Background: an optimization exercise with open tools, aiming at small area and a short achievable clock period. Do not read the settings as production practice.
In this exercise RTL edits were held to simulation tests only and were not proved equivalent to the original.
Power is estimated from default activity; no workload was simulated.

## flow/design.v

```verilog
module just_add (a, b, sum);
    input  [16:0] a;
    input  [7:0]  b;
    output [16:0] sum;
    wire       sa  = a[16];
    wire       sw  = b[7];
    wire       sub = sa ^ sw;
    wire [6:0] m   = b[6:0];
    wire [8:0] hi  = a[15:7];
    wire [6:0] x   = a[6:0] ^ {7{sub}};
    wire [6:0] g = x & m;
    wire [6:0] p = x ^ m;
    reg [6:0] G, P;
    reg       term;
    integer i, j, k;
    always @(*) begin
        for (i = 0; i < 7; i = i + 1) begin
            G[i] = 1'b0;
            P[i] = 1'b1;
            for (k = 0; k <= i; k = k + 1)
                P[i] = P[i] & p[k];
            for (j = 0; j <= i; j = j + 1) begin
                term = g[j];
                for (k = j + 1; k <= i; k = k + 1)
                    term = term & p[k];
                G[i] = G[i] | term;
            end
        end
    end
    wire [6:0] s0 = p ^ {G[5:0], 1'b0};
    wire [6:0] s1 = p ^ {G[5:0] | P[5:0], 1'b1};
    wire       co = G[6];
    wire [8:0] hi_inc = hi + 9'd1;
    wire [8:0] hi_dec = hi - 9'd1;
    wire       hz     = ~|hi;
    wire ltm = sub & hz & co;            
    wire eq  = sub & hz & P[6];          
    wire inc = ~sub & co;
    wire dec = sub & co & ~hz;
    wire [6:0] lo = ~sub ? s0 : (hz & co ? s1 : ~s0);
    wire [8:0] hn = inc ? hi_inc : (dec ? hi_dec : hi);
    wire       s  = ltm ? sw : (sa & ~eq);
    assign sum = {s, hn, lo};
endmodule
module compute_in_memory(clk, reset, ld_en, ld_weight, eff_tag, aff_tag, read_en, swap, fifo_empty, busy, req_deq, fired_tag, i_tag, i_out, state_out);
    input clk, reset, swap, fifo_empty, read_en, ld_en;
    input [3:0] fired_tag, i_tag, eff_tag, aff_tag;
    input [7:0] ld_weight;
    output req_deq, busy;
    output [1:0] state_out;
    output [16:0] i_out;
    localparam WAIT_TAG = 2'b00, FETCH_WEIGHT = 2'b01, COMPUTE_I_NEXT = 2'b11, SWAP = 2'b10;
    reg [1:0]  st;
    reg        acc_e;        
    reg        acc_o;        
    reg [15:0] sel_e;        
    reg [15:0] sel_o;        
    reg        busy_r, req_r;
    reg [15:0] rd_oh;        
    reg [16:0] i_out_reg;
    reg [16:0] i_next [0:15];
    reg [16:0] i      [0:15];
    reg [7:0]  w      [0:255];
    assign state_out = st;
    assign req_deq   = req_r;
    assign busy      = busy_r;
    assign i_out     = i_out_reg;
    wire go       = !reset && !ld_en;
    wire do_even  = go && (st == FETCH_WEIGHT);
    wire do_swap  = go && (st == SWAP);
    wire ld_tag   = go && !fifo_empty && (st == WAIT_TAG || st == COMPUTE_I_NEXT);
    reg [1:0] st_nx;
    always @(*) begin
        st_nx = st;
        if (reset)
            st_nx = WAIT_TAG;
        else if (!ld_en) begin
            case (st)
                WAIT_TAG:       st_nx = !fifo_empty ? FETCH_WEIGHT : (swap ? SWAP : WAIT_TAG);
                FETCH_WEIGHT:   st_nx = COMPUTE_I_NEXT;
                COMPUTE_I_NEXT: st_nx = !fifo_empty ? FETCH_WEIGHT : WAIT_TAG;
                SWAP:           st_nx = WAIT_TAG;
            endcase
        end
    end
    always @(posedge clk) begin
        st     <= st_nx;
        busy_r <= (st_nx != WAIT_TAG);
        req_r  <= (st_nx == FETCH_WEIGHT);
    end
    always @(posedge clk) begin
        acc_e  <= do_even;
        acc_o  <= !reset && acc_e;
    end
    integer t;
    always @(posedge clk) begin
        if (ld_tag) begin
            for (t = 0; t < 16; t = t + 1)
                sel_e[t] <= (fired_tag == t);
        end else if (do_even)
            sel_e <= 16'd0;
        sel_o <= do_even ? sel_e : 16'd0;
    end
    wire [7:0] wdata = ld_weight & {8{!reset}};
    genvar r, c;
    generate
        for (r = 0; r < 16; r = r + 1) begin : wrow
            wire row_we = ld_en && (eff_tag == r);
            for (c = 0; c < 16; c = c + 1) begin : wcol
                wire we = reset || (row_we && (aff_tag == c));
                always @(posedge clk)
                    if (we) w[16*r+c] <= wdata;
            end
        end
    endgenerate
        generate
        for (c = 0; c < 8; c = c + 1) begin : col
            reg [7:0] rowv;
            reg [7:0] row_h;
            integer k;
            always @(*) begin
                rowv = 8'd0;
                for (k = 0; k < 16; k = k + 1)
                    rowv = rowv | (w[16*k+2*c] & {8{sel_e[k]}}) | (w[16*k+2*c+1] & {8{sel_o[k]}});
            end
            always @(posedge clk)
                row_h <= rowv;
            wire [16:0] opnd = acc_o ? i_next[2*c+1] : i_next[2*c];
            wire [16:0] acc;
            just_add u_add (.a(opnd), .b(row_h), .sum(acc));
            always @(posedge clk) begin
                if (reset) begin
                    i_next[2*c]   <= 17'd0;
                    i_next[2*c+1] <= 17'd0;
                    i[2*c]        <= 17'd0;
                    i[2*c+1]      <= 17'd0;
                end else begin
                    if (acc_e)
                        i_next[2*c] <= acc;
                    else if (do_swap)
                        i_next[2*c] <= {i_next[2*c][16], 1'b0, i_next[2*c][15:1]};
                    if (acc_o)
                        i_next[2*c+1] <= acc;
                    else if (do_swap)
                        i_next[2*c+1] <= {i_next[2*c+1][16], 1'b0, i_next[2*c+1][15:1]};
                    if (do_swap) begin
                        i[2*c]   <= i_next[2*c];
                        i[2*c+1] <= i_next[2*c+1];
                    end
                end
            end
        end
    endgenerate
    reg [16:0] iv;
    integer q;
    always @(*) begin
        iv = 17'd0;
        for (q = 0; q < 16; q = q + 1)
            iv = iv | (i[q] & {17{rd_oh[q]}});
    end
    always @(posedge clk) begin
        if (reset) begin
            rd_oh     <= 16'd1;
            i_out_reg <= i[0];
        end else begin
            if (read_en)
                for (q = 0; q < 16; q = q + 1)
                    rd_oh[q] <= (i_tag == q);
            i_out_reg <= iv;
        end
    end
endmodule
```

## flow/run.sh

```bash
#!/bin/bash
# synth_recipe.tcl (not shown) runs the flow's synth.tcl, then flattens the netlist and writes it again
# the make line also repeats each setting of config.mk as NAME=value (left out here)
make -C /OpenROAD-flow-scripts/flow DESIGN_CONFIG=/design/flow/config.mk WORK_HOME=/design/flow/orfs CLKGATE_MAP_FILE= SYNTH_SCRIPT=/design/flow/synth_recipe.tcl finish
```

## flow/config.mk

```make
export PLATFORM = sky130hd
export DESIGN_NAME = compute_in_memory
export DESIGN_NICKNAME = compute_in_memory
export VERILOG_FILES = /design/flow/design.v
export SDC_FILE = /design/flow/constraint.sdc
export NUM_CORES = 4
export LEC_CHECK = 0
export CAP_MARGIN = 20
export CORE_MARGIN = 2
export CORE_UTILIZATION = 40
export SETUP_SLACK_MARGIN = 4.2
export SLEW_MARGIN = 20
export TNS_END_PERCENT = 20
```

## flow/constraint.sdc

```tcl
create_clock -name core_clock -period 7.0 [get_ports {clk}]
set_input_delay 1.4000 -clock core_clock [delete_from_list [all_inputs] [get_ports {clk}]]
set_output_delay 1.4000 -clock core_clock [all_outputs]
set_load 0.01 [all_outputs]
```

==> results of run 1 <==
==> cell type report <==
type / instances / area share (%)
clock inverters: 152 / 1.12
repair buffers: 651 / 4.94
diodes: 14 / 0.0264
inverters: 88 / 0.256
multi-input cells: 5120 / 27.6
clock buffers: 365 / 5.90
flip-flops and latches: 2727 / 56.8
well taps: 3589 / 3.39
==> what timing repair did <==
item                        CTS  global route
pin swaps                   377           244
cloned                       16             1
setup endpoints to repair  3085          2708
resized for setup           629           407
setup buffers               240           110
==> report_power, final <==
group	internal (µW)	switching (µW)	leakage, µW
Sequential	18600	404	0.0253
Combinational	1950	2890	0.0150
Clock	8810	6500	0.00455
==> layer usage <==
layer / global-route usage [%] / vias up
met5: 0 / -
met1: 36.2 / 40500
met4: 11.5 / 10
li1: - / 33600
met3: 4.48 / 970
met2: 42.7 / 5205
==> worst max-delay path, stage by stage, from the launching register on <==
cell and delay, ns:
dfxtp_4 0.36, buf_6 0.13, buf_16 0.13, buf_12 0.13, mux2i_4 0.19, xnor2_2 0.15, buf_12 0.15, buf_6 0.12
xnor2_1 0.12, ha_1 0.33, buf_6 0.14, a21oi_4 0.17, a21oi_4 0.08, buf_12 0.15, buf_6 0.12, or2_4 0.29
nand2_1 0.09, mux2i_1 0.06, a221o_1 0.38, a221oi_2 0.25
==> stage by stage <==
stage                     instances  area [µm²]  hold WS, ns  setup WS, ns  utilization [%]
after floorplan                8557      110000        0.422          2.47                -
after global placement        11800      115000        0.436          1.22             41.9
after detailed placement      11800      115000        0.440          1.77             41.9
after CTS                     12600      129000        0.453          3.44             47.3
after global routing          12700      133000        0.466          3.25             48.5
final                         12700      133000        0.450          3.36             48.5
==> path summary, 6_finish.rpt <==
check	end	slack (ns)	cells past startpoint
worst max-delay path	i_next[4][8]	3.36	19
worst max register to register	i_next[4][8]	3.36	19
worst min-delay path	i[5][8]	0.45	1
worst min register to register	i[5][8]	0.45	1
==> layout by cell type (no fill, tap or decap), types with 57 or more instances in the layout <==
cell type  Yosys  final
o21ai_0      214    151
a22oi_1      842    837
inv_1         85     85
buf_6          7    118
clkbuf_16      0    298
mux2i_1      131    108
xnor2_1      135     59
a221oi_1     250    198
buf_4         11    404
edfxtp_1    2064   2064
nand3_1      253    242
nor3_1        77     57
or4_1         70     70
a21oi_1      520    454
nor2_1       190    161
dfxtp_1      663    643
a22o_1       167    167
nand4_1      170    170
nand2_1     1322   1247
==> logic make-up after synthesis <==
group	share of synthesized area [%]
AO/OA/AOI/OAI	14.9
XOR/XNOR	1.71
adder cells (fa/ha/maj)	1.19
buffers and inverters	2.62
flip-flops	68.4
multiplexers	1.73
AND/OR/NAND/NOR	9.44
==> impl_metrics.py, run 1 <==
metrics = {
    "timing": {
        "fin_crit_sh_pct": 52.0,
        "max_freq_ghz": 0.275,
        "rsz0062_at_grt": "yes",
        "clock_skew_ns": 0.0895,
        "finalMaxSlewViolations": 0,
        "worst_slew_pin_slew_ns": 1.40,
        "tns_ns": 0,
        "setup_viol": 0,
        "max_slew_margin_pct": 6.53,
        "fin_crit_ns": 3.64,
        "finalHoldViolations": 0,
    },
    "layout": {
        "final_nets": 9009,
        "filler_cell_count": 23300,
        "reg_top3": "w: 2048 flops, i: 272 flops, i_next: 272 flops",
        "syn_to_final_growth_pct": 20.5,
        "largest_register_ffs": 2048,
        "regMostFlops": "w",
        "drive_gt1_share_pct": 19.0,
        "multiInputGateArea_um2": 36500,
        "seq_area_um2": 75300,
    },
    "grt": {
        "antenna_found_initial": 21,
        "grt_pass1_wl_um": 548000,
        "grt_overflow_total": 0,
        "grt_pass1_vias": 75600,
        "grt_start_max_net_pins": 205,
        "grt_usage_pct": 26.8,
    },
    "yosys": {
        "yosysMostFrequentCell": "edfxtp_1",
        "ys_warn_count": 5,
        "yosys.area.top_type_share_pct": 56.3,
        "synthArstFlopShare_pct": 0,
        "synth_edf_count": 2064,
        "avgSynthCellArea_um2": 12.9,
        "synth_area_um2": 110000,
        "synth_flop_cell": "edfxtp_1",
        "ys_seq_area_share_pct": 68.4,
        "synth_nets": 8687,
        "yosys.area.top_type": "edfxtp_1",
        "ys_ff_latch": 2727,
        "yosysUniqueCellTypes": 104,
        "postSynthCellCount": 8557,
        "ys_top_cells_by_count": "edfxtp_1 (2064), nand2_1 (1322), a22oi_1 (842)",
        "synthTopCellsByArea": "edfxtp_1 (56%), dfxtp_1 (12%), a22oi_1 (5.7%)",
    },
    "detailed_routing": {
        "met3_length_um": 41200,
        "drtIter0Drc": 11400,
        "wl_met2_um": 181000,
        "vias": 80300,
        "wl_per_cell_um": 30.8,
        "avgViaCountPerCell": 6.32,
        "top_layer_used": "met5",
        "dr.pass1.iters": 7,
        "final_antenna_net_count": 0,
        "wl_met1_um": 150000,
        "drt_wl_total_um": 391000,
        "drc_errors": 0,
    },
    "cts": {
        "root_buffer": "clkbuf_16",
        "clock_latency_ns": 0.91,
        "clk_path_buf_depth": 4,
        "tritoncts": "built",
        "htree_levels": 5,
        "cts_sinks": 2727,
        "cts.hold.buffers_added": 0,
        "numCtsBuffers": 291,
        "cts.reportedPaths.clkPinSlew_ns": 0.07,
    },
    "die": {
        "io_pins": 51,
        "core_area_um2": 274000,
        "dieHeight_um": 529,
        "die_w_um": 529,
        "core.rowCount": 192,
        "die-area_um2": 279000,
        "initial_core_util_pct": 40.2,
    },
    "pwr": {
        "ir_drop_mv": 0.223,
        "power_density_nw_per_um2": 295,
        "leakage_uw": 0.0448,
        "finalPower_uw": 39100,
    },
    "setup_path": {
        "timing_worst_setup_path_type": "flop to flop",
        "cp.arrival_ns": 4.36,
        "cp-startpoint": "acc_o",
        "worstSetupEndpointType": "flop",
        "path_max_fanout": 6,
        "rr_startpoint": "acc_o",
        "crit_path_start_kind": "flop",
        "crit_required_ns": 7.73,
    },
    "placed_design": {
        "dp_hpwl_um": 228000,
        "port_buffers": 50,
        "gp_congestion": 0.916,
    },
    "outcome": {
        "status": "finished clean",
    },
    "flow_run": {
        "maxCapViolCount": 0,
    },
    "hold_path": {
        "min_path_type": "flop to flop",
        "hold_start": "i[5][8]",
    },
}
==> inputs of run 2 (changes only) <==
--- a/flow/design.v
+++ b/flow/design.v
@@ -35,8 +35,7 @@
     wire       hz     = ~|hi;
-    wire ltm = sub & hz & co;            
-    wire eq  = sub & hz & P[6];          
-    wire inc = ~sub & co;
-    wire dec = sub & co & ~hz;
-    wire [6:0] lo = ~sub ? s0 : (hz & co ? s1 : ~s0);
-    wire [8:0] hn = inc ? hi_inc : (dec ? hi_dec : hi);
+    wire       ltm    = sub & hz & co;                        
+    wire       eq     = sub & hz & P[6];                      
+    wire [8:0] hi_co  = sub ? (hz ? hi : hi_dec) : hi_inc;    
+    wire [6:0] lo = ltm ? s1 : (s0 ^ {7{sub}});
+    wire [8:0] hn = co ? hi_co : hi;
     wire       s  = ltm ? sw : (sa & ~eq);
@@ -127,5 +126,4 @@
                 row_h <= rowv;
-            wire [16:0] opnd = acc_o ? i_next[2*c+1] : i_next[2*c];
             wire [16:0] acc;
-            just_add u_add (.a(opnd), .b(row_h), .sum(acc));
+            just_add u_add (.a(i_next[2*c]), .b(row_h), .sum(acc));
             always @(posedge clk) begin
@@ -136,15 +134,10 @@
                     i[2*c+1]      <= 17'd0;
-                end else begin
-                    if (acc_e)
-                        i_next[2*c] <= acc;
-                    else if (do_swap)
-                        i_next[2*c] <= {i_next[2*c][16], 1'b0, i_next[2*c][15:1]};
-                    if (acc_o)
-                        i_next[2*c+1] <= acc;
-                    else if (do_swap)
-                        i_next[2*c+1] <= {i_next[2*c+1][16], 1'b0, i_next[2*c+1][15:1]};
-                    if (do_swap) begin
-                        i[2*c]   <= i_next[2*c];
-                        i[2*c+1] <= i_next[2*c+1];
-                    end
+                end else if (acc_e || acc_o) begin
+                    i_next[2*c]   <= i_next[2*c+1];
+                    i_next[2*c+1] <= acc;
+                end else if (do_swap) begin
+                    i_next[2*c]   <= {i_next[2*c][16], 1'b0, i_next[2*c][15:1]};
+                    i_next[2*c+1] <= {i_next[2*c+1][16], 1'b0, i_next[2*c+1][15:1]};
+                    i[2*c]        <= i_next[2*c];
+                    i[2*c+1]      <= i_next[2*c+1];
                 end
==> impl_metrics.py, run 2 <==
metrics = {
    "cts": {
        "tritoncts": "built",
        "cts.hold.buffers_added": 0,
        "numCtsBuffers": 297,
        "htree_levels": 5,
        "clk_path_buf_depth": 4,
        "cts_sinks": 2727,
        "cts.reportedPaths.clkPinSlew_ns": 0.06,
        "clock_latency_ns": 0.96,
        "root_buffer": "clkbuf_16",
    },
    "detailed_routing": {
        "final_antenna_net_count": 0,
        "wl_per_cell_um": 30.6,
        "drc_errors": 0,
        "dr.pass1.iters": 6,
        "drtIter0Drc": 11600,
        "drt_wl_total_um": 369000,
        "avgViaCountPerCell": 6.28,
        "vias": 75800,
    },
    "pwr": {
        "p_sw_uw": 9010,
        "switching_share_pct": 24.1,
        "seqPwrFrac_pct": 51.1,
        "leakage_uw": 0.0420,
        "internal-power_uw": 28300,
        "power_density_nw_per_um2": 299,
        "pwr-share-comb_pct": 9.4,
        "ir_drop_mv": 0.211,
        "p_clk_share_pct": 39.5,
    },
    "setup_path": {
        "timing_worst_setup_path_type": "input pin to flop",
        "rrSetupSlack_ns": 4.04,
        "worstSetupEndpointType": "flop",
        "cp-startpoint": "reset",
        "path_max_fanout": 99,
        "rr_startpoint": "sel_o[9]",
        "crit_path_start_kind": "input pin",
        "crit_required_ns": 7.56,
        "cp.arrival_ns": 3.52,
    },
    "die": {
        "initial_core_util_pct": 40.1,
        "dieHeight_um": 524,
        "core.rowCount": 191,
        "die_w_um": 524,
        "die-area_um2": 275000,
        "core_area_um2": 270000,
        "io_pins": 51,
    },
    "hold_path": {
        "hold_start": "i_next[7][16]",
        "min_path_type": "flop to flop",
    },
    "yosys": {
        "avgSynthCellArea_um2": 13.1,
        "ys_ff_latch": 2727,
        "synth_flop_cell": "edfxtp_1",
        "yosysMostFrequentCell": "edfxtp_1",
        "synthTopCellsByArea": "edfxtp_1 (57%), dfxtp_1 (12%), a22oi_1 (5.7%)",
        "yosys.area.top_type": "edfxtp_1",
        "synth_nets": 8395,
        "synth_edf_count": 2064,
        "ys_warn_count": 8,
        "ys_seq_area_share_pct": 69.4,
        "yosys.area.top_type_share_pct": 57.2,
        "postSynthCellCount": 8265,
        "yosysUniqueCellTypes": 91,
        "synthArstFlopShare_pct": 0,
        "ys_top_cells_by_count": "edfxtp_1 (2064), nand2_1 (1134), a22oi_1 (826)",
        "synth_area_um2": 108000,
    },
    "grt": {
        "antenna_found_initial": 13,
        "grt_pass1_wl_um": 519000,
        "grt_pass1_vias": 70300,
        "grt_usage_pct": 25.7,
        "grt_overflow_total": 0,
        "grt_start_max_net_pins": 205,
    },
    "layout": {
        "largest_register_ffs": 2048,
        "layout_commonest_cell": "edfxtp_1",
        "drive_gt1_share_pct": 14.3,
        "mostFrequentLayoutCells": "edfxtp_1 (2064), nand2_1 (1130), a22oi_1 (826)",
        "final_nets": 8410,
        "filler_cell_count": 23600,
        "regMostFlops": "w",
        "multiInputGateArea_um2": 32200,
        "fin_cells": 12100,
        "reg_top3": "w: 2048 flops, i: 272 flops, i_next: 272 flops",
        "seq_area_um2": 75400,
        "syn_to_final_growth_pct": 15.3,
    },
    "placed_design": {
        "dp_hpwl_um": 213000,
        "place_inst": 11400,
        "gp_congestion": 0.879,
        "port_buffers": 50,
    },
    "flow_run": {
        "maxCapViolCount": 0,
    },
    "timing": {
        "tns_ns": 0,
        "setup_viol": 0,
        "fin_crit_sh_pct": 42.3,
        "fin_crit_ns": 2.96,
        "finalHoldViolations": 0,
        "rsz0062_at_grt": "yes",
        "max_freq_ghz": 0.337,
        "clock_skew_ns": 0.0946,
        "max_slew_margin_pct": 20.2,
        "worst_slew_pin_slew_ns": 1.20,
        "finalMaxSlewViolations": 0,
    },
    "outcome": {
        "status": "finished clean",
    },
}
==> run 2: changes by cell type after synthesis, moves of 74 or more <==
cell and delta:
mux2i_1 -95, a21o_1 +244, o21ai_0 -163, a21oi_1 -84, a221oi_1 -74, a311oi_1 +160
nand2_1 -188
==> run 2: worst paths after layout <==
| kind | end | cells after the start |
|---|---|---|
| max | w[197][0] | 4 |
| max reg2reg | col[6].row_h[1] | 5 |
| min | i[7][16] | 2 |
| min reg2reg | i[7][16] | 2 |
==> run 2: routing by layer <==
layer	GRT usage (%)	part of all wire, %
met1	35.5	39
met5	0	0.011
met2	39.9	45
met3	5.30	11
met4	9.96	4.3
==> run 2: layout make-up <==
| cell class | count | share of cell area, % |
|---|---|---|
| antenna | 6 | 0.0120 |
| inverter | 86 | 0.258 |
| timing repair buffer | 352 | 2.93 |
| clock inverter | 114 | 0.747 |
| tap | 3570 | 3.57 |
| multi-input combinational | 4816 | 25.8 |
| clock buffer | 398 | 6.40 |
| sequential | 2727 | 60.3 |
==> run 2: power by group through the flow <==
| stage | Clock [µW] | Combinational (µW) | Sequential, µW |
|---|---|---|---|
| 3_5_place_dp | 0 | 2920 | 19400 |
| 3_3_place_gp | 0 | 2860 | 19300 |
| 4_1_cts | 14900 | 3210 | 19100 |
| 5_1_grt | 15500 | 3730 | 19200 |
| 6_report | 14700 | 3520 | 19100 |
| 2_1_floorplan | 0 | 1980 | 19200 |
==> run 2: timing repair <==
action	CTS	global route
pin swaps	62	65
setup endpoints to repair	2783	2314
gates resized for setup	392	196
cloned	12	1
buffers inserted	92	50
==> run 2: stage by stage <==
stage	area [µm²]	utilization, %	power [µW]	hold WS [ns]	setup slack [ns]
after floorplan	109000	-	21200	0.436	2.46
after global placement	113000	41.7	22200	0.441	1.76
after detailed placement	113000	41.7	22300	0.446	1.64
after CTS	124000	45.8	37100	0.454	4.02
after global routing	125000	46.3	38400	0.467	4.01
final	125000	46.3	37300	0.452	4.04
==> run 2: worst max-delay path: stages <==
cell	delay (ns)
buf_8	0.42
buf_16	0.37
buf_8	0.45
a21o_1	0.53
==> run 2: logic make-up after synthesis <==
family,after synthesis,share of synthesized area (%)
fa+ha+maj,100,1.21
simple gates,2133,8.99
flops,2727,69.4
buf+inv,726,2.56
xor+xnor,203,1.65
mux,49,0.468
compound gates,2327,15.7
==> inputs of run 3 (changes only) <==
--- a/flow/design.v
+++ b/flow/design.v
@@ -1,4 +1,5 @@
-module just_add (a, b, sum);
+module just_add (a, b, sub, sum);
     input  [16:0] a;
     input  [7:0]  b;
+    input         sub;
     output [16:0] sum;
@@ -6,3 +7,2 @@
     wire       sw  = b[7];
-    wire       sub = sa ^ sw;
     wire [6:0] m   = b[6:0];
@@ -102,3 +102,14 @@
     end
-    wire [7:0] wdata = ld_weight & {8{!reset}};
+    reg        p_rst;
+    reg [15:0] p_row, p_col;
+    reg [7:0]  p_d;
+    integer u;
+    always @(posedge clk) begin
+        p_rst <= reset;
+        for (u = 0; u < 16; u = u + 1) begin
+            p_row[u] <= !reset && ld_en && (eff_tag == u);
+            p_col[u] <= (aff_tag == u);
+        end
+        p_d   <= ld_weight & {8{!reset}};
+    end
     genvar r, c;
@@ -106,7 +117,6 @@
         for (r = 0; r < 16; r = r + 1) begin : wrow
-            wire row_we = ld_en && (eff_tag == r);
             for (c = 0; c < 16; c = c + 1) begin : wcol
-                wire we = reset || (row_we && (aff_tag == c));
+                wire we = p_rst || (p_row[r] && p_col[c]);
                 always @(posedge clk)
-                    if (we) w[16*r+c] <= wdata;
+                    if (we) w[16*r+c] <= p_d;
             end
@@ -114,3 +124,5 @@
     endgenerate
-        generate
+    wire p_row_hit = |(sel_e & p_row);
+    wire rot = acc_e || acc_o;      
+    generate
         for (c = 0; c < 8; c = c + 1) begin : col
@@ -118,2 +130,3 @@
             reg [7:0] row_h;
+            reg       sub_h;
             integer k;
@@ -123,7 +136,12 @@
                     rowv = rowv | (w[16*k+2*c] & {8{sel_e[k]}}) | (w[16*k+2*c+1] & {8{sel_o[k]}});
+                if (p_row_hit && p_col[2*c])
+                    rowv = p_d;
             end
-            always @(posedge clk)
+            wire sa_nx = rot ? i_next[2*c+1][16] : i_next[2*c][16];
+            always @(posedge clk) begin
                 row_h <= rowv;
+                sub_h <= sa_nx ^ rowv[7];
+            end
             wire [16:0] acc;
-            just_add u_add (.a(i_next[2*c]), .b(row_h), .sum(acc));
+            just_add u_add (.a(i_next[2*c]), .b(row_h), .sub(sub_h), .sum(acc));
             always @(posedge clk) begin
--- a/flow/config.mk
+++ b/flow/config.mk
@@ -9,5 +9,7 @@
 export CORE_MARGIN = 2
-export CORE_UTILIZATION = 40
-export SETUP_SLACK_MARGIN = 4.2
+export CORE_UTILIZATION = 65
+export CTS_CLUSTER_DIAMETER = 80
+export CTS_CLUSTER_SIZE = 25
+export SETUP_SLACK_MARGIN = 4.35
 export SLEW_MARGIN = 20
-export TNS_END_PERCENT = 20
+export TNS_END_PERCENT = 100
==> impl_metrics.py, run 3 <==
metrics = {
    "layout": {
        "syn_to_final_growth_pct": 9.57,
        "mostFrequentLayoutCells": "edfxtp_1 (2064), nand2_1 (1077), a22oi_1 (659)",
        "layout_commonest_cell": "edfxtp_1",
        "final_nets": 8325,
        "filler_cell_count": 11200,
        "reg_top3": "w: 2048 flops, i: 272 flops, i_next: 272 flops",
        "regMostFlops": "w",
        "multiInputGateArea_um2": 32600,
        "seq_area_um2": 76400,
        "largest_register_ffs": 2048,
        "drive_gt1_share_pct": 10.5,
    },
    "setup_path": {
        "crit_buf_inv": 1,
        "crit_path_start_kind": "flop",
        "rr_startpoint": "col[5].sub_h",
        "worstReg2RegEnd": "i_next[11][6]",
        "worstSetupEndpointType": "primary output",
        "crit_chain": "buf_6",
        "rrSetupSlack_ns": 4.30,
        "cpPeakStageDelay_ns": 0.43,
        "cpMaxStageDelayCell": "dfxtp_4",
        "crit_required_ns": 5.60,
        "worstRegToRegCells": 12,
        "path_max_fanout": 2,
        "timing_worst_setup_path_type": "flop to primary output",
        "cp.arrival_ns": 1.38,
        "cp_top_family": "flip-flops",
    },
    "detailed_routing": {
        "wl_per_cell_um": 35.2,
        "drc_errors": 0,
        "dr.pass1.iters": 10,
        "final_antenna_net_count": 0,
        "drt_wl_total_um": 370000,
        "avgViaCountPerCell": 7.34,
        "vias": 77200,
        "drtIter0Drc": 12700,
    },
    "yosys": {
        "synth_area_um2": 110000,
        "ys_top_cells_by_count": "edfxtp_1 (2064), nand2_1 (1090), dfxtp_1 (712)",
        "synthArstFlopShare_pct": 0,
        "synth_edf_count": 2064,
        "avgSynthCellArea_um2": 13.1,
        "synth_top_family_by_area": "compound AO/OA/AOI/OAI gates",
        "yosys.area_share.xor_xnor_pct": 1.44,
        "synthTopCellsByArea": "edfxtp_1 (56%), dfxtp_1 (13%), a22oi_1 (4.5%)",
        "yosys.area.top_type_share_pct": 56.4,
        "yosysUniqueCellTypes": 80,
        "yosysMostFrequentCell": "edfxtp_1",
        "ys_ff_latch": 2776,
        "ys_warn_count": 8,
        "yosys.area_share.adder_pct": 1.19,
        "yosys.area.top_type": "edfxtp_1",
        "muxShareOfSynthArea_pct": 0.624,
        "postSynthCellCount": 8400,
        "synth_nets": 8530,
        "synth-simple-area-share_pct": 8.63,
        "synth_flop_cell": "edfxtp_1",
        "ys_seq_area_share_pct": 69.3,
        "synth-compound-area-share_pct": 16.0,
    },
    "cts": {
        "root_buffer": "clkbuf_16",
        "tritoncts": "built",
        "numCtsBuffers": 140,
        "clk_path_buf_depth": 3,
        "cts_sinks": 2776,
        "htree_levels": 4,
        "cts.reportedPaths.clkPinSlew_ns": 0.10,
        "clock_latency_ns": 0.86,
    },
    "outcome": {
        "status": "finished clean",
    },
    "timing": {
        "finalHoldViolations": 0,
        "max_slew_margin_pct": 13.3,
        "fin_crit_sh_pct": 39.7,
        "setup_viol": 0,
        "finalMaxSlewViolations": 0,
        "fin_crit_ns": 2.78,
        "rsz0062_at_grt": "yes",
        "tns_ns": 0,
        "worst_slew_pin_slew_ns": 1.30,
        "max_freq_ghz": 0.359,
        "clock_skew_ns": 0.0349,
    },
    "hold_path": {
        "hold_end": "i[8][14]",
        "hold_start": "i[8][14]",
        "min_path_type": "flop to flop",
        "whs_path_depth": 2,
    },
    "die": {
        "core_area_um2": 168000,
        "die_w_um": 415,
        "io_pins": 51,
        "initial_core_util_pct": 65.6,
        "core.rowCount": 150,
        "dieHeight_um": 415,
        "die-area_um2": 172000,
    },
    "grt": {
        "grt_pass1_vias": 71000,
        "grt_pass1_wl_um": 520000,
        "grt_overflow_total": 0,
        "grt_usage_pct": 42.1,
        "grt_start_max_net_pins": 199,
        "antenna_found_initial": 11,
    },
    "pwr": {
        "seqPwrFrac_pct": 60.1,
        "power_density_nw_per_um2": 268,
        "p_clk_share_pct": 29.2,
        "pwr-share-comb_pct": 10.7,
        "internal-power_uw": 24200,
        "finalPower_uw": 32300,
        "ir_drop_mv": 0.294,
        "leakage_uw": 0.0409,
        "switching_share_pct": 25.2,
        "p_sw_uw": 8150,
    },
    "placed_design": {
        "port_buffers": 50,
        "dp_hpwl_um": 212000,
        "gp_congestion": 0.907,
    },
    "flow_run": {
        "maxCapViolCount": 0,
    },
}
-- run 3: cell types whose count changed after synthesis, moves of 49 or more --
cell / change
a22oi_1: -164
nand3_1: -145
a221oi_1: +92
nor2_1: +87
a22o_1: +85
xnor2_1: -74
or4_1: -62
nand4_1: +54
xor2_1: +53
dfxtp_1: +49
-- run 3: cell type report --
cell class              instances  area share (%)
repair buffers                341            3.27
inverters                     101           0.315
flip-flops and latches       2776            63.4
well taps                    2204            2.29
multi-input cells            4835            27.0
clock buffers                 197            3.12
diodes                          9          0.0187
clock inverters                47           0.508
-- run 3: cells by family (layout without fill, tap and decap cells) --
family                     count (synthesis)  count (layout)
AOI/OAI and AO/OA                       2386            2387
buffers and inverters                    795             686
muxes                                     68              68
adders and majority gates                100             100
xor gates and xnor gates                 181             181
other                                      0               9
and+or+nand+nor                         2094            2099
DFF                                     2776            2776
-- run 3: per-layer routing --
layer / part of all wire (%) / vias to the layer above / track usage (%)
met1: 35 / 38200 / 56.2
met4: 6.8 / 8 / 23.4
met3: 13 / 1126 / 10.1
li1: - / 31900 / -
met2: 45 / 5973 / 64.2
met5: 0.022 / - / 0
-- run 3: worst max path at each step --
stage                       startpoint           end  slack (ns)  depth (start not counted)
after floorplan           col[1].sub_h  i_next[3][6]        4.02                         11
after global placement           ld_en      i[1][16]        2.36                          8
after detailed placement         ld_en      i[1][11]        2.28                          8
after global routing             st[1]  state_out[1]        4.17                          1
final                            st[1]  state_out[1]        4.22                          1
after CTS                        st[1]  state_out[1]        4.17                          1
-- run 3: what timing repair did --
item	CTS	global route
endpoints found under the setup margin	615	435
setup buffers	64	67
cloned	25	2
hold buffers	0	0
endpoints found under the hold margin	0	0
gates resized for setup	317	187
pin swaps	40	85
-- run 3: power by group through the flow --
stage / registers [µW] / logic [µW] / clock network [µW]
global placement: 19700 / 2780 / 0
floorplan: 19600 / 1970 / 0
global route: 19500 / 3660 / 9950
finish: 19400 / 3470 / 9440
CTS: 19400 / 3100 / 9440
detailed placement: 19800 / 2830 / 0
-- run 3: through the flow --
| step | hold slack [ns] | instance area [µm²] | utilization [%] | cells | setup WS (ns) |
|---|---|---|---|---|---|
| floorplan | 0.436 | 111000 | - | 8400 | 4.02 |
| global placement | 0.442 | 112000 | 67.0 | 10100 | 2.36 |
| detailed placement | 0.447 | 112000 | 67.0 | 10100 | 2.28 |
| CTS | 0.458 | 119000 | 71.0 | 10400 | 4.17 |
| global route | 0.479 | 120000 | 71.9 | 10500 | 4.17 |
| finish | 0.459 | 120000 | 71.9 | 10500 | 4.22 |
==> inputs of run 4 (changes only) <==
--- a/flow/design.v
+++ b/flow/design.v
@@ -1,2 +1,2 @@
-module just_add (a, b, sub, sum);
+module just_add (a, b, sub, take, other, d);
     input  [16:0] a;
@@ -4,3 +4,5 @@
     input         sub;
-    output [16:0] sum;
+    input         take;
+    input  [16:0] other;
+    output [16:0] d;
     wire       sa  = a[16];
@@ -38,6 +40,20 @@
     wire [8:0] hi_co  = sub ? (hz ? hi : hi_dec) : hi_inc;    
-    wire [6:0] lo = ltm ? s1 : (s0 ^ {7{sub}});
-    wire [8:0] hn = co ? hi_co : hi;
-    wire       s  = ltm ? sw : (sa & ~eq);
-    assign sum = {s, hn, lo};
+    wire [6:0] q  = a[6:0] ^ m;
+    wire [6:0] cl = ltm ? ~({G[5:0] | P[5:0], 1'b1}) : {G[5:0], 1'b0};
+    wire [6:0] lo_1 = take ? ~q : other[6:0];
+    wire [6:0] lo_0 = take ?  q : other[6:0];
+    wire [6:0] lo;
+    genvar n;
+    generate
+        for (n = 0; n < 7; n = n + 1) begin : lsel
+            assign lo[n] = cl[n] ? lo_1[n] : lo_0[n];
+        end
+    endgenerate
+    wire [8:0] hn_1 = take ? hi_co : other[15:7];
+    wire [8:0] hn_0 = take ? hi    : other[15:7];
+    wire [8:0] hn   = co ? hn_1 : hn_0;
+    wire       s_1 = take ? sw : other[16];
+    wire       s_0 = take ? (sa & ~eq) : other[16];
+    wire       s   = ltm ? s_1 : s_0;
+    assign d = {s, hn, lo};
 endmodule
@@ -144,8 +160,12 @@
             end
-            wire [16:0] acc;
-            just_add u_add (.a(i_next[2*c]), .b(row_h), .sub(sub_h), .sum(acc));
+            wire        take  = !reset && (acc_e || acc_o);
+            wire [16:0] r1_ot = (reset || acc_e || acc_o) ? 17'd0 :
+                                do_swap ? {i_next[2*c+1][16], 1'b0, i_next[2*c+1][15:1]} :
+                                          i_next[2*c+1];
+            wire [16:0] r1_d;
+            just_add u_add (.a(i_next[2*c]), .b(row_h), .sub(sub_h), .take(take), .other(r1_ot), .d(r1_d));
             always @(posedge clk) begin
+                i_next[2*c+1] <= r1_d;
                 if (reset) begin
                     i_next[2*c]   <= 17'd0;
-                    i_next[2*c+1] <= 17'd0;
                     i[2*c]        <= 17'd0;
@@ -154,6 +174,4 @@
                     i_next[2*c]   <= i_next[2*c+1];
-                    i_next[2*c+1] <= acc;
                 end else if (do_swap) begin
                     i_next[2*c]   <= {i_next[2*c][16], 1'b0, i_next[2*c][15:1]};
-                    i_next[2*c+1] <= {i_next[2*c+1][16], 1'b0, i_next[2*c+1][15:1]};
                     i[2*c]        <= i_next[2*c];
--- a/flow/config.mk
+++ b/flow/config.mk
@@ -9,3 +9,3 @@
 export CORE_MARGIN = 2
-export CORE_UTILIZATION = 65
+export CORE_UTILIZATION = 75
 export CTS_CLUSTER_DIAMETER = 80
==> impl_metrics.py, run 4 <==
metrics = {
    "layout": {
        "regMostFlops": "w",
        "fin_area_um2": 117000,
        "drive_gt1_share_pct": 7.87,
        "filler_cell_count": 7917,
        "largest_register_ffs": 2048,
        "final_nets": 8132,
        "mostFrequentLayoutCells": "edfxtp_1 (2064), nand2_1 (1054), a22oi_1 (659)",
        "reg_top3": "w: 2048 flops, i: 272 flops, i_next: 272 flops",
        "syn_to_final_growth_pct": 7.16,
        "layout_commonest_cell": "edfxtp_1",
    },
    "hold_path": {
        "hold_start": "i[4][15]",
        "hold_end": "i[4][15]",
        "whs_path_depth": 2,
        "min_path_type": "flop to flop",
    },
    "setup_path": {
        "worstSetupEndpointType": "flop",
        "worstRegToRegCells": 6,
        "rr_startpoint": "sel_e[0]",
        "worstReg2RegEnd": "col[6].row_h[1]",
        "rrSetupSlack_ns": 4.27,
        "crit_path_start_kind": "flop",
        "path_max_fanout": 34,
        "timing_worst_setup_path_type": "flop to flop",
        "crit_required_ns": 7.64,
        "cp.arrival_ns": 3.38,
    },
    "yosys": {
        "synthTopCellsByArea": "edfxtp_1 (57%), dfxtp_1 (13%), a22oi_1 (4.5%)",
        "yosysMostFrequentCell": "edfxtp_1",
        "synth_nets": 8428,
        "synthArstFlopShare_pct": 0,
        "synth_edf_count": 2064,
        "ys_seq_area_share_pct": 69.7,
        "ys_ff_latch": 2776,
        "avgSynthCellArea_um2": 13.2,
        "yosys.area.top_type": "edfxtp_1",
        "ys_warn_count": 8,
        "synth_flop_cell": "edfxtp_1",
        "yosys.area.top_type_share_pct": 56.6,
        "yosysUniqueCellTypes": 88,
        "ys_top_cells_by_count": "edfxtp_1 (2064), nand2_1 (1064), dfxtp_1 (712)",
        "postSynthCellCount": 8314,
        "synth_area_um2": 109000,
    },
    "timing": {
        "worst_slack_ns": 4.27,
        "tns_ns": 0,
        "clock_skew_ns": 0.0355,
        "fin_crit_ns": 2.73,
        "worst_slew_pin_slew_ns": 1.26,
        "max_slew_margin_pct": 15.8,
        "fin_crit_sh_pct": 39.1,
        "setup_viol": 0,
        "rsz0062_at_grt": "yes",
        "finalMaxSlewViolations": 0,
        "max_freq_ghz": 0.366,
        "finalHoldViolations": 0,
    },
    "flow_run": {
        "maxCapViolCount": 0,
    },
    "grt": {
        "grt_start_max_net_pins": 231,
        "grt_usage_pct": 47.7,
        "antenna_found_initial": 14,
        "met1_usage_pct": 59.7,
        "grt_util_met3_pct": 15.8,
        "grt_pass1_vias": 72600,
        "grt-busiest-layer": "met2",
        "grt_overflow_total": 0,
        "grt_pass1_wl_um": 504000,
        "grt_use_met2_pct": 71.3,
    },
    "cts": {
        "cts.reportedPaths.clkPinSlew_ns": 0.10,
        "root_buffer": "clkbuf_16",
        "htree_levels": 4,
        "cts_sinks": 2776,
        "numCtsBuffers": 136,
        "tritoncts": "built",
        "clk_path_buf_depth": 3,
        "clock_latency_ns": 0.81,
    },
    "placed_design": {
        "dp_slack_ns": 2.54,
        "dp_hpwl_um": 208000,
        "gp_congestion": 0.946,
        "port_buffers": 50,
        "placed_area_um2": 111000,
    },
    "die": {
        "initial_core_util_pct": 75.4,
        "io_pins": 51,
        "die-area_um2": 149000,
        "core.rowCount": 140,
        "die_w_um": 386,
        "core_area_um2": 145000,
        "dieHeight_um": 386,
    },
    "detailed_routing": {
        "avgViaCountPerCell": 7.77,
        "final_antenna_net_count": 0,
        "vias": 77900,
        "drtIter0Drc": 14200,
        "drt_wl_total_um": 362000,
        "dr.pass1.iters": 10,
        "wl_per_cell_um": 36.1,
        "drc_errors": 0,
    },
    "pwr": {
        "power_density_nw_per_um2": 268,
        "leakage_uw": 0.0395,
        "ir_drop_mv": 0.307,
    },
    "outcome": {
        "status": "finished clean",
    },
}
[run 4: kinds of logic after synthesis]
kind of cell	count (synthesis)	synth area share (%)
adders and majority gates	84	0.960
AOI/OAI and AO/OA	2369	15.9
muxes	89	0.834
DFF	2776	69.7
and+or+nand+nor	2047	8.42
xor gates and xnor gates	198	1.58
buffers and inverters	751	2.60
[run 4: power by group]
group          switching [µW]  internal [µW]  leakage (µW)
sequential                625          18900        0.0257
combinational            1950            985        0.0118
clock                    5090           3970       0.00201
[run 4: what timing repair did]
action | CTS | global route
endpoints found under the setup margin | 1343 | 711
endpoints found under the hold margin | 0 | 0
cloned | 11 | 4
hold buffers | 0 | 0
buffers inserted | 24 | 17
resized for setup | 255 | 116
pin swaps | 10 | 15
[run 4: worst max-delay path, stage by stage (launching register included)]
cell	delay, ns
edfxtp_1	0.42
buf_6	0.53
buf_8	0.47
a221oi_1	0.21
nand4_1	0.33
nor3_1	0.13
a21oi_2	0.44
[run 4: through the flow]
| stage | hold slack, ns | utilization [%] | instances | power, µW |
|---|---|---|---|---|
| 6_report | 0.459 | 80.7 | 10000 | 31500 |
| 4_1_cts | 0.459 | 80.2 | 10000 | 31200 |
| 5_1_grt | 0.477 | 80.7 | 10000 | 32100 |
| 3_5_place_dp | 0.446 | 76.6 | 9739 | 22400 |
| 3_3_place_gp | 0.442 | 76.6 | 9739 | 22300 |
| 2_1_floorplan | 0.433 | - | 8314 | 21400 |
[run 4: layout make-up]
| cell class | instances | area [µm²] | area share (%) |
|---|---|---|---|
| diodes | 3 | 7.51 | 0.00640 |
| clock buffers | 200 | 3820 | 3.26 |
| clock inverters | 31 | 343 | 0.292 |
| inverters | 78 | 293 | 0.250 |
| multi-input cells | 4791 | 31300 | 26.7 |
| flip-flops and latches | 2776 | 76400 | 65.2 |
| well taps | 1917 | 2400 | 2.05 |
| repair buffers | 235 | 2690 | 2.29 |
[run 4: worst max-delay path by stage]
stage	start	endpoint	slack, ns
4_1_cts	col[6].sub_h	i_next[13][1]	4.28
2_1_floorplan	ld_en	i_next[13][1]	4.33
3_5_place_dp	ld_en	i[8][2]	2.54
6_report	sel_e[0]	col[6].row_h[1]	4.27
3_3_place_gp	ld_en	i[10][13]	2.62
5_1_grt	sel_e[0]	col[6].row_h[1]	4.28
[run 4: metal layers]
metal	vias to the layer above	wire, µm
li1	31400	-
met1	37400	112000
met2	7416	159000
met3	1687	59600
met4	24	31200
met5	-	151
==> inputs of run 5 (changes only) <==
--- a/flow/design.v
+++ b/flow/design.v
@@ -118,3 +118,2 @@
     end
-    reg        p_rst;
     reg [15:0] p_row, p_col;
@@ -123,6 +122,5 @@
     always @(posedge clk) begin
-        p_rst <= reset;
         for (u = 0; u < 16; u = u + 1) begin
-            p_row[u] <= !reset && ld_en && (eff_tag == u);
-            p_col[u] <= (aff_tag == u);
+            p_row[u] <= reset || (ld_en && (eff_tag == u));
+            p_col[u] <= reset || (aff_tag == u);
         end
@@ -134,5 +132,4 @@
             for (c = 0; c < 16; c = c + 1) begin : wcol
-                wire we = p_rst || (p_row[r] && p_col[c]);
                 always @(posedge clk)
-                    if (we) w[16*r+c] <= p_d;
+                    if (p_row[r] && p_col[c]) w[16*r+c] <= p_d;
             end
@@ -142,2 +139,5 @@
     wire rot = acc_e || acc_o;      
+    wire sw_nr    = do_swap && !rot;
+    wire hold_nr  = !reset && !rot && !do_swap;
+    wire ihold_nr = !reset && !(do_swap && !rot);
     generate
@@ -168,13 +168,7 @@
                 i_next[2*c+1] <= r1_d;
-                if (reset) begin
-                    i_next[2*c]   <= 17'd0;
-                    i[2*c]        <= 17'd0;
-                    i[2*c+1]      <= 17'd0;
-                end else if (acc_e || acc_o) begin
-                    i_next[2*c]   <= i_next[2*c+1];
-                end else if (do_swap) begin
-                    i_next[2*c]   <= {i_next[2*c][16], 1'b0, i_next[2*c][15:1]};
-                    i[2*c]        <= i_next[2*c];
-                    i[2*c+1]      <= i_next[2*c+1];
-                end
+                i_next[2*c]   <= ({17{take}} & i_next[2*c+1]) |
+                                 ({17{sw_nr}} & {i_next[2*c][16], 1'b0, i_next[2*c][15:1]}) |
+                                 ({17{hold_nr}} & i_next[2*c]);
+                i[2*c]        <= ({17{sw_nr}} & i_next[2*c])   | ({17{ihold_nr}} & i[2*c]);
+                i[2*c+1]      <= ({17{sw_nr}} & i_next[2*c+1]) | ({17{ihold_nr}} & i[2*c+1]);
             end
==> impl_metrics.py, run 5 <==
metrics = {
    "outcome": {
        "status": "complete, but fails checks",
        "check-failures": "capacitance limit",
    },
    "placed_design": {
        "dp_hpwl_um": 206000,
        "gp_congestion": 0.969,
        "placed_area_um2": 110000,
        "place_inst": 9452,
        "dp_slack_ns": 2.20,
        "port_buffers": 50,
    },
    "yosys": {
        "synth_edf_count": 2064,
        "avgSynthCellArea_um2": 13.5,
        "ys_ff_latch": 2775,
        "synth_area_um2": 108000,
        "yosysMostFrequentCell": "edfxtp_1",
        "synth_flop_cell": "edfxtp_1",
        "postSynthCellCount": 7949,
        "ys_top_cells_by_count": "edfxtp_1 (2064), nand2_1 (988), a22oi_1 (780)",
        "synthTopCellsByArea": "edfxtp_1 (58%), dfxtp_1 (13%), a22oi_1 (5.4%)",
        "yosys.area.top_type_share_pct": 57.6,
        "yosys.area.top_type": "edfxtp_1",
        "ys_warn_count": 8,
        "synthArstFlopShare_pct": 0,
        "ys_seq_area_share_pct": 70.9,
        "yosysUniqueCellTypes": 87,
        "synth_nets": 8063,
    },
    "die": {
        "die-area_um2": 146000,
        "initial_core_util_pct": 75.8,
        "core_area_um2": 142000,
        "die_w_um": 383,
        "core.rowCount": 138,
        "io_pins": 51,
        "dieHeight_um": 383,
    },
    "detailed_routing": {
        "wl_per_cell_um": 36.4,
        "final_antenna_net_count": 0,
        "drtIter0Drc": 14500,
        "avgViaCountPerCell": 7.75,
        "drc_errors": 0,
        "drt_wl_total_um": 355000,
        "dr.pass1.iters": 9,
        "vias": 75500,
    },
    "setup_path": {
        "crit_required_ns": 7.72,
        "timing_worst_setup_path_type": "flop to flop",
        "cpMaxStageDelayCell": "mux2i_2",
        "cpPeakStageDelay_ns": 0.51,
        "cp_top_family": "buffers and inverters",
        "crit_buf_inv": 2,
        "cp.arrival_ns": 3.62,
        "worstSetupEndpointType": "flop",
        "path_max_fanout": 66,
        "crit_path_start_kind": "flop",
        "crit_chain": "buf_12 > a22o_1 > a221oi_1 > nand4_1 > buf_4 > nand2_2 > mux2i_2 > xnor2_1",
    },
    "timing": {
        "fin_crit_ns": 2.90,
        "hold_slack_ns": 0.447,
        "max_freq_ghz": 0.345,
        "tns_ns": 0,
        "rsz0062_at_grt": "yes",
        "finalMaxSlewViolations": 0,
        "clock_skew_ns": 0.0357,
        "fin_crit_sh_pct": 41.4,
        "max_slew_margin_pct": 0.705,
        "finalHoldViolations": 0,
        "worst_slew_pin_slew_ns": 1.49,
        "setup_viol": 0,
        "worst_slack_ns": 4.10,
    },
    "layout": {
        "final_nets": 7851,
        "mostFrequentLayoutCells": "edfxtp_1 (2064), nand2_1 (973), a22oi_1 (780)",
        "filler_cell_count": 7714,
        "fin_cells": 9738,
        "regMostFlops": "w",
        "reg_top3": "w: 2048 flops, i: 272 flops, i_next: 272 flops",
        "largest_register_ffs": 2048,
        "drive_gt1_share_pct": 6.93,
        "fin_area_um2": 115000,
        "syn_to_final_growth_pct": 6.86,
        "layout_commonest_cell": "edfxtp_1",
    },
    "cts": {
        "htree_levels": 4,
        "clock_latency_ns": 0.82,
        "clk_path_buf_depth": 3,
        "root_buffer": "clkbuf_16",
        "tritoncts": "built",
        "cts_sinks": 2775,
        "numCtsBuffers": 131,
        "cts.reportedPaths.clkPinSlew_ns": 0.10,
    },
    "grt": {
        "grt_pass1_vias": 71200,
        "grt_start_max_net_pins": 196,
        "grt_overflow_total": 0,
        "grt_pass1_wl_um": 500000,
        "antenna_found_initial": 21,
        "grt_usage_pct": 48.1,
    },
    "pwr": {
        "power_density_nw_per_um2": 269,
        "ir_drop_mv": 0.331,
        "leakage_uw": 0.0374,
    },
    "flow_run": {
        "maxCapViolCount": 1,
    },
    "hold_path": {
        "min_path_type": "flop to flop",
    },
}
[run 5: cell count changes after synthesis, sizes merged, moves of 136 or more]
cell	delta
a21o	-251
o21ai	+267
and2	+256
a311oi	-136
nor2	-164
a21oi	-271
[run 5: stage by stage]
| stage | util (%) | total power (µW) |
|---|---|---|
| after floorplan | - | 21200 |
| after global placement | 77.3 | 22100 |
| after detailed placement | 77.3 | 22200 |
| after CTS | 80.5 | 30500 |
| after global routing | 80.9 | 31500 |
| final | 81.0 | 30900 |
[run 5: per-layer routing]
metal / wire length [µm] / global-route usage (%)
met2: 157000 / 71.7
met4: 31500 / 34.7
met1: 110000 / 59.8
met5: 113 / 0
met3: 56500 / 15.4
[run 5: where the power goes]
part | switching (µW) | total, µW | internal (µW) | leakage, µW
registers | 551 | 19400 | 18900 | 0.0240
logic | 1930 | 2780 | 846 | 0.0115
clock network | 5040 | 8730 | 3680 | 0.00184
[run 5: cell type report]
cell class                 count  area (µm²)  area share (%)
multi-input combinational   4551       29700            25.8
clock inverter                21         263           0.229
sequential                  2775       76400            66.5
tap                         1890        2360            2.06
timing repair buffer         213        2330            2.03
clock buffer                 194        3590            3.12
antenna                       29        72.6          0.0631
inverter                      65         260           0.226
[run 5: timing repair]
action	4_1_cts	5_1_grt
setup buffers	18	17
setup endpoints to repair	709	283
pin swaps	9	7
gates cloned	5	0
resized for setup	237	99
hold buffers	0	0
[run 5: worst register-to-register path, delay by kind of cell, from the launching register on]
family          cells  cell delay [ns]
simple gates        2             0.51
flops               1             0.38
xor+xnor            1             0.17
buf+inv             2             0.89
mux                 1             0.51
compound gates      2             0.35
[run 5: worst paths after layout]
check | start | endpoint | slack (ns) | cells past startpoint
max | sel_e[12] | col[3].sub_h | 4.10 | 8
min | i[14][14] | i[14][14] | 0.45 | 2
max reg2reg | sel_e[12] | col[3].sub_h | 4.10 | 8
min reg2reg | i[14][14] | i[14][14] | 0.45 | 2
[run 5: logic make-up after synthesis]
group	Yosys count	share of synthesized area, %
buffers and inverters	625	2.21
multiplexers	116	1.08
adder cells (fa/ha/maj)	84	0.977
flip-flops	2775	70.9
AND/OR/NAND/NOR	2093	9.43
AO/OA/AOI/OAI	2036	13.7
XOR/XNOR	220	1.79
==> inputs of run 6 (changes only) <==
--- a/flow/design.v
+++ b/flow/design.v
@@ -111,7 +111,4 @@
     always @(posedge clk) begin
-        if (ld_tag) begin
-            for (t = 0; t < 16; t = t + 1)
-                sel_e[t] <= (fired_tag == t);
-        end else if (do_even)
-            sel_e <= 16'd0;
+        for (t = 0; t < 16; t = t + 1)
+            sel_e[t] <= (ld_tag && fired_tag == t) || (!ld_tag && !do_even && sel_e[t]);
         sel_o <= do_even ? sel_e : 16'd0;
@@ -152,4 +149,4 @@
                     rowv = rowv | (w[16*k+2*c] & {8{sel_e[k]}}) | (w[16*k+2*c+1] & {8{sel_o[k]}});
-                if (p_row_hit && p_col[2*c])
-                    rowv = p_d;
+                rowv = (rowv & {8{!(p_row_hit && p_col[2*c])}}) |
+                       (p_d  & {8{p_row_hit && p_col[2*c]}});
             end
@@ -161,5 +158,4 @@
             wire        take  = !reset && (acc_e || acc_o);
-            wire [16:0] r1_ot = (reset || acc_e || acc_o) ? 17'd0 :
-                                do_swap ? {i_next[2*c+1][16], 1'b0, i_next[2*c+1][15:1]} :
-                                          i_next[2*c+1];
+            wire [16:0] r1_ot = ({17{sw_nr}} & {i_next[2*c+1][16], 1'b0, i_next[2*c+1][15:1]}) |
+                                ({17{hold_nr}} & i_next[2*c+1]);
             wire [16:0] r1_d;
@@ -176,2 +172,3 @@
     endgenerate
+    wire [15:0] rsel = reset ? 16'd1 : rd_oh;
     reg [16:0] iv;
@@ -181,14 +178,11 @@
         for (q = 0; q < 16; q = q + 1)
-            iv = iv | (i[q] & {17{rd_oh[q]}});
+            iv = iv | (i[q] & {17{rsel[q]}});
     end
     always @(posedge clk) begin
-        if (reset) begin
-            rd_oh     <= 16'd1;
-            i_out_reg <= i[0];
-        end else begin
-            if (read_en)
-                for (q = 0; q < 16; q = q + 1)
-                    rd_oh[q] <= (i_tag == q);
-            i_out_reg <= iv;
-        end
+        i_out_reg <= iv;
+        if (reset)
+            rd_oh <= 16'd1;
+        else if (read_en)
+            for (q = 0; q < 16; q = q + 1)
+                rd_oh[q] <= (i_tag == q);
     end
==> impl_metrics.py, run 6 <==
metrics = {
    "setup_path": {
        "worstSetupEndpointType": "flop",
        "crit_path_start_kind": "flop",
        "path_max_fanout": 43,
        "rr_startpoint": "sel_e[15]",
        "timing_worst_setup_path_type": "flop to flop",
        "crit_required_ns": 7.64,
        "cp-startpoint": "sel_e[15]",
        "cp.arrival_ns": 3.39,
    },
    "die": {
        "die_w_um": 379,
        "io_pins": 51,
        "core.rowCount": 137,
        "die-area_um2": 144000,
        "initial_core_util_pct": 75.6,
        "dieHeight_um": 379,
        "core_area_um2": 140000,
    },
    "cts": {
        "numCtsBuffers": 134,
        "clk_path_buf_depth": 3,
        "cts.reportedPaths.clkPinSlew_ns": 0.09,
        "root_buffer": "clkbuf_16",
        "tritoncts": "built",
        "cts_sinks": 2775,
        "htree_levels": 4,
        "clock_latency_ns": 0.83,
    },
    "grt": {
        "grt_overflow_total": 0,
        "grt_pass1_vias": 65300,
        "grt_start_max_net_pins": 188,
        "antenna_found_initial": 18,
        "grt_pass1_wl_um": 461000,
        "grt_usage_pct": 45.4,
    },
    "pwr": {
        "power_density_nw_per_um2": 309,
        "ir_drop_mv": 0.321,
        "leakage_uw": 0.0372,
    },
    "timing": {
        "finalHoldViolations": 0,
        "tns_ns": 0,
        "max_freq_ghz": 0.364,
        "fin_crit_ns": 2.74,
        "finalMaxSlewViolations": 0,
        "rsz0062_at_grt": "yes",
        "worst_slack_ns": 4.26,
        "hold_slack_ns": 0.480,
        "fin_crit_sh_pct": 39.2,
        "max_slew_margin_pct": 20.2,
        "clock_skew_ns": 0.0358,
        "setup_viol": 0,
        "worst_slew_pin_slew_ns": 1.20,
    },
    "placed_design": {
        "dp_hpwl_um": 192000,
        "port_buffers": 50,
        "place_inst": 8681,
        "dp_slack_ns": 2.14,
        "gp_congestion": 0.939,
    },
    "detailed_routing": {
        "wl_met2_um": 144000,
        "drc_errors": 0,
        "dr.pass1.iters": 14,
        "final_antenna_net_count": 0,
        "drtIter0Drc": 14400,
        "wl_per_cell_um": 36.9,
        "avgViaCountPerCell": 7.88,
        "wl_met1_um": 111000,
        "vias": 71000,
        "top_layer_used": "met5",
        "met3_length_um": 54900,
        "drt_wl_total_um": 332000,
    },
    "yosys": {
        "yosys.area.top_type_share_pct": 58.3,
        "synth_flop_cell": "edfxtp_1",
        "yosys.area_share.xor_xnor_pct": 1.88,
        "ys_top_cells_by_count": "edfxtp_1 (2048), a22oi_1 (758), dfxtp_1 (727)",
        "synth_nets": 7296,
        "ys_seq_area_share_pct": 72.1,
        "synth_edf_count": 2048,
        "synth-compound-area-share_pct": 15.8,
        "postSynthCellCount": 7182,
        "synth_top_family_by_area": "compound AO/OA/AOI/OAI gates",
        "ys_warn_count": 8,
        "synthArstFlopShare_pct": 0,
        "synth-simple-area-share_pct": 6.12,
        "ys_ff_latch": 2775,
        "synth_area_um2": 105000,
        "yosys.area.top_type": "edfxtp_1",
        "avgSynthCellArea_um2": 14.7,
        "yosys.area_share.adder_pct": 0.996,
        "muxShareOfSynthArea_pct": 0.419,
        "yosysMostFrequentCell": "edfxtp_1",
        "synthTopCellsByArea": "edfxtp_1 (58%), dfxtp_1 (14%), a22oi_1 (5.4%)",
        "yosysUniqueCellTypes": 90,
    },
    "layout": {
        "mostFrequentLayoutCells": "edfxtp_1 (2048), a22oi_1 (758), dfxtp_1 (645)",
        "final_nets": 7129,
        "multiInputGateArea_um2": 27200,
        "reg_top3": "w: 2048 flops, i: 272 flops, i_next: 272 flops",
        "finish.utilization_pct": 81.2,
        "drive_gt1_share_pct": 8.20,
        "fin_cells": 9005,
        "regMostFlops": "w",
        "seq_area_um2": 76300,
        "layout_commonest_cell": "edfxtp_1",
        "filler_cell_count": 7514,
        "syn_to_final_growth_pct": 7.35,
        "largest_register_ffs": 2048,
    },
    "outcome": {
        "status": "finished clean",
    },
    "flow_run": {
        "maxCapViolCount": 0,
    },
    "hold_path": {
        "min_path_type": "flop to flop",
        "hold_start": "i[6][16]",
    },
}
==> run 6: changes by cell type after synthesis, sizes merged, moves of 56 or more <==
| cell | before | now |
|---|---|---|
| mux2i | 112 | 43 |
| a22o | 265 | 515 |
| nand3 | 115 | 50 |
| a222oi | 7 | 138 |
| nand2 | 988 | 189 |
| o22ai | 58 | 2 |
| inv | 64 | 196 |
| o21ai | 329 | 213 |
==> run 6: per-layer routing <==
metal  track usage [%]  up-vias
met2              65.7     6990
li1                  -    28300
met4              25.6       16
met3              14.0     1293
met1              62.0    34400
met5                 0        -
==> run 6: power by group <==
part / switching, µW / internal [µW] / total [µW] / leakage, µW
registers: 845 / 19000 / 19900 / 0.0240
logic: 3880 / 2270 / 6160 / 0.0112
clock network: 5080 / 3890 / 8970 / 0.00197
==> run 6: area by class of cell <==
type / count / share of cell area (%)
antenna: 21 / 0.0464
clock buffer: 198 / 3.28
clock inverter: 31 / 0.313
inverter: 196 / 0.656
multi-input combinational: 3682 / 24.0
sequential: 2775 / 67.4
tap: 1876 / 2.07
timing repair buffer: 226 / 2.21
==> run 6: repair_timing <==
action | in CTS | in global routing
setup buffers | 28 | 30
resized for setup | 227 | 108
pin swaps | 17 | 46
setup endpoints to repair | 673 | 425
hold buffers | 0 | 0
gates cloned | 9 | 7
endpoints found under the hold margin | 0 | 0
==> run 6: logic make-up after synthesis <==
| family | Yosys count |
|---|---|
| fa+ha+maj | 84 |
| flops | 2775 |
| xor+xnor | 226 |
| mux | 44 |
| buf+inv | 732 |
| simple gates | 1171 |
| compound gates | 2150 |
==> run 6: final timing paths <==
| path | cells past startpoint | slack (ns) | end |
|---|---|---|---|
| setup / recovery | 7 | 4.26 | col[0].row_h[3] |
| hold / removal | 2 | 0.48 | i[6][16] |
| setup reg to reg | 7 | 4.26 | col[0].row_h[3] |
| hold reg to reg | 2 | 0.48 | i[6][16] |
==> run 6: critical path, stage by stage (launching register included) <==
cell      delay, ns
dfxtp_4        0.39
buf_6          0.59
buf_6          0.44
a22o_1         0.19
a221oi_1       0.05
nand4_1        0.25
nor3_1         0.12
a21oi_1        0.49
==> run 6: per-stage QoR <==
stage	total power [µW]	area, µm²
5_1_grt	35900	113000
3_5_place_dp	25400	107000
6_report	35000	113000
4_1_cts	34300	112000
2_1_floorplan	23600	106000
3_3_place_gp	25300	107000
==> inputs of run 7 (changes only) <==
--- a/flow/config.mk
+++ b/flow/config.mk
@@ -7,3 +7,3 @@
 export LEC_CHECK = 0
-export CAP_MARGIN = 20
+export CAP_MARGIN = 30
 export CORE_MARGIN = 2
==> impl_metrics.py, run 7 <==
metrics = {
    "outcome": {
        "status": "finished clean",
    },
    "setup_path": {
        "rr_startpoint": "sel_o[14]",
        "timing_worst_setup_path_type": "flop to flop",
        "cp.arrival_ns": 3.45,
        "worstSetupEndpointType": "flop",
        "cp-startpoint": "sel_o[14]",
        "path_max_fanout": 24,
        "crit_path_start_kind": "flop",
        "crit_required_ns": 7.66,
    },
    "timing": {
        "clock_skew_ns": 0.0381,
        "setup_viol": 0,
        "tns_ns": 0,
        "worst_slack_ns": 4.21,
        "max_slew_margin_pct": 23.5,
        "worst_slew_pin_slew_ns": 1.15,
        "max_freq_ghz": 0.358,
        "finalMaxSlewViolations": 0,
        "fin_crit_ns": 2.79,
        "fin_crit_sh_pct": 39.9,
        "rsz0062_at_grt": "yes",
        "finalHoldViolations": 0,
    },
    "yosys": {
        "yosysUniqueCellTypes": 90,
        "ys_ff_latch": 2775,
        "synth_edf_count": 2048,
        "synth_area_um2": 105000,
        "synthTopCellsByArea": "edfxtp_1 (58%), dfxtp_1 (14%), a22oi_1 (5.4%)",
        "yosys.area.top_type": "edfxtp_1",
        "synth_nets": 7296,
        "ys_warn_count": 8,
        "synth_flop_cell": "edfxtp_1",
        "postSynthCellCount": 7182,
        "ys_top_cells_by_count": "edfxtp_1 (2048), a22oi_1 (758), dfxtp_1 (727)",
        "synthArstFlopShare_pct": 0,
        "ys_seq_area_share_pct": 72.1,
        "avgSynthCellArea_um2": 14.7,
        "yosys.area.top_type_share_pct": 58.3,
        "yosysMostFrequentCell": "edfxtp_1",
    },
    "die": {
        "die_w_um": 379,
        "core_area_um2": 140000,
        "initial_core_util_pct": 75.6,
        "die-area_um2": 144000,
        "core.rowCount": 137,
        "io_pins": 51,
        "dieHeight_um": 379,
    },
    "placed_design": {
        "dp_slack_ns": 2.15,
        "gp_congestion": 0.939,
        "port_buffers": 50,
        "dp_hpwl_um": 192000,
        "place_inst": 8684,
    },
    "detailed_routing": {
        "dr.pass1.iters": 11,
        "wl_per_cell_um": 36.9,
        "drtIter0Drc": 14600,
        "final_antenna_net_count": 0,
        "vias": 70800,
        "avgViaCountPerCell": 7.88,
        "drc_errors": 0,
        "drt_wl_total_um": 332000,
    },
    "pwr": {
        "power_density_nw_per_um2": 309,
        "leakage_uw": 0.0372,
        "ir_drop_mv": 0.326,
    },
    "grt": {
        "grt_pass1_vias": 65200,
        "antenna_found_initial": 19,
        "grt_start_max_net_pins": 188,
        "grt_usage_pct": 45.4,
        "grt_pass1_wl_um": 461000,
        "grt_overflow_total": 0,
    },
    "cts": {
        "numCtsBuffers": 133,
        "root_buffer": "clkbuf_16",
        "clock_latency_ns": 0.82,
        "tritoncts": "built",
        "htree_levels": 4,
        "cts.reportedPaths.clkPinSlew_ns": 0.09,
        "cts_sinks": 2775,
        "cts.hold.buffers_added": 0,
        "clk_path_buf_depth": 3,
    },
    "layout": {
        "drive_gt1_share_pct": 8.03,
        "fin_cells": 8985,
        "finish.utilization_pct": 81.1,
        "mostFrequentLayoutCells": "edfxtp_1 (2048), a22oi_1 (758), dfxtp_1 (648)",
        "reg_top3": "w: 2048 flops, i: 272 flops, i_next: 272 flops",
        "final_nets": 7124,
        "regMostFlops": "w",
        "syn_to_final_growth_pct": 7.33,
        "largest_register_ffs": 2048,
        "layout_commonest_cell": "edfxtp_1",
    },
    "flow_run": {
        "maxCapViolCount": 0,
    },
    "hold_path": {
        "hold_start": "i[0][16]",
        "min_path_type": "flop to flop",
    },
}
## run 7: cell counts after synthesis
No cell type changed its count.
## run 7: where the power goes
group / internal (µW) / switching [µW]
Sequential: 19000 / 862
Combinational: 2290 / 3920
Clock: 3810 / 5080
Total: 25100 / 9850
## run 7: layout make-up
cell class	instances	area [µm²]
inverter	196	743
multi-input combinational	3681	27300
sequential	2775	76300
timing repair buffer	223	2560
clock inverter	27	334
fill	7540	26300
clock buffer	192	3640
tap	1876	2350
antenna	15	37.5
## run 7: cells by family (layout without fill, tap and decap cells)
kind of cell             count (synthesis)  after routing  share of synthesized area (%)
flip-flops                            2775           2775                           72.1
AO/OA/AOI/OAI                         2150           2151                           15.8
AND/OR/NAND/NOR                       1171           1176                           6.12
buffers and inverters                  732            638                           2.69
XOR/XNOR                               226            226                           1.88
adder cells (fa/ha/maj)                 84             84                          0.996
multiplexers                            44             44                          0.419
other                                    0             15                              0
## run 7: final timing paths
kind,end,slack [ns],cells past startpoint
worst min register to register,i[0][16],0.48,2
worst max register to register,col[2].row_h[1],4.21,6
worst max-delay path,col[2].row_h[1],4.21,6
worst min-delay path,i[0][16],0.48,2
## run 7: worst max-delay path, cell delays in order, from the launching register on
cell,delay (ns)
dfxtp_4,0.49
buf_4,0.40
a22o_1,0.30
a221oi_2,0.47
nand4_1,0.30
nor3_1,0.51
a21oi_1,0.15
## run 7: routing by layer
layer	track usage [%]	share of wire [%]
met1	61.8	33
met5	0	0.049
met4	25.9	6.8
met3	14.2	17
met2	65.5	43
## run 7: repair_timing
action	CTS	global route
gates resized for setup	220	108
gates cloned	10	7
buffers inserted	28	20
setup endpoints to repair	656	437
pin swaps	20	25
## run 7: metrics by stage
stage,hold WS (ns),total power (µW),area (µm²)
floorplan,0.440,23600,106000
global placement,0.454,25300,107000
detailed placement,0.455,25400,107000
CTS,0.478,34200,112000
global route,0.488,35800,113000
finish,0.477,35000,113000

port drivers added, routing unchanged:
No port has a modelled driver above. Below, the same layouts with a new extraction and two added sets of constraints.
Step 1 sets driving cells, clkbuf_16 on the clock port and buf_2 on the other inputs (assumed; they add their load-dependent delay and slew).
Step 2 moves the port delays by t, midway between the first and last clock arrival at a register: inputs arrive t later, outputs are due t later. That takes back most of the time a late clock gives input paths.
Slacks: no drivers / after step 1 / after step 2; pairs: no drivers / after step 1.
run | t, ns | setup slack, ns | hold slack, ns | worst setup path at the end | slew at the worst register clock pin (ns)
run 1 | 0.958 | 3.362 / 3.362 / 2.836 | 0.450 / 0.450 / 0.450 | input to register | 0.07 / 0.07
run 2 | 1.017 | 4.037 / 3.867 / 2.850 | 0.452 / 0.452 / 0.452 | input to register | 0.07 / 0.07
run 3 | 0.938 | 4.218 / 4.121 / 3.497 | 0.459 / 0.459 / 0.459 | input to register | 0.11 / 0.11
run 4 | 0.882 | 4.265 / 4.261 / 3.532 | 0.459 / 0.459 / 0.459 | input to register | 0.10 / 0.10
run 5 | 0.888 | 4.100 / 4.100 / 3.505 | 0.447 / 0.447 / 0.447 | input to register | 0.10 / 0.10
run 6 | 0.903 | 4.256 / 4.197 / 3.528 | 0.480 / 0.480 / 0.480 | input to register | 0.10 / 0.10
run 7 | 0.892 | 4.207 / 4.199 / 3.554 | 0.477 / 0.477 / 0.477 | input to register | 0.10 / 0.10
The setup slack of run 2, which loses most, moves by -0.170 ns with the drivers and by -1.187 ns with both steps.
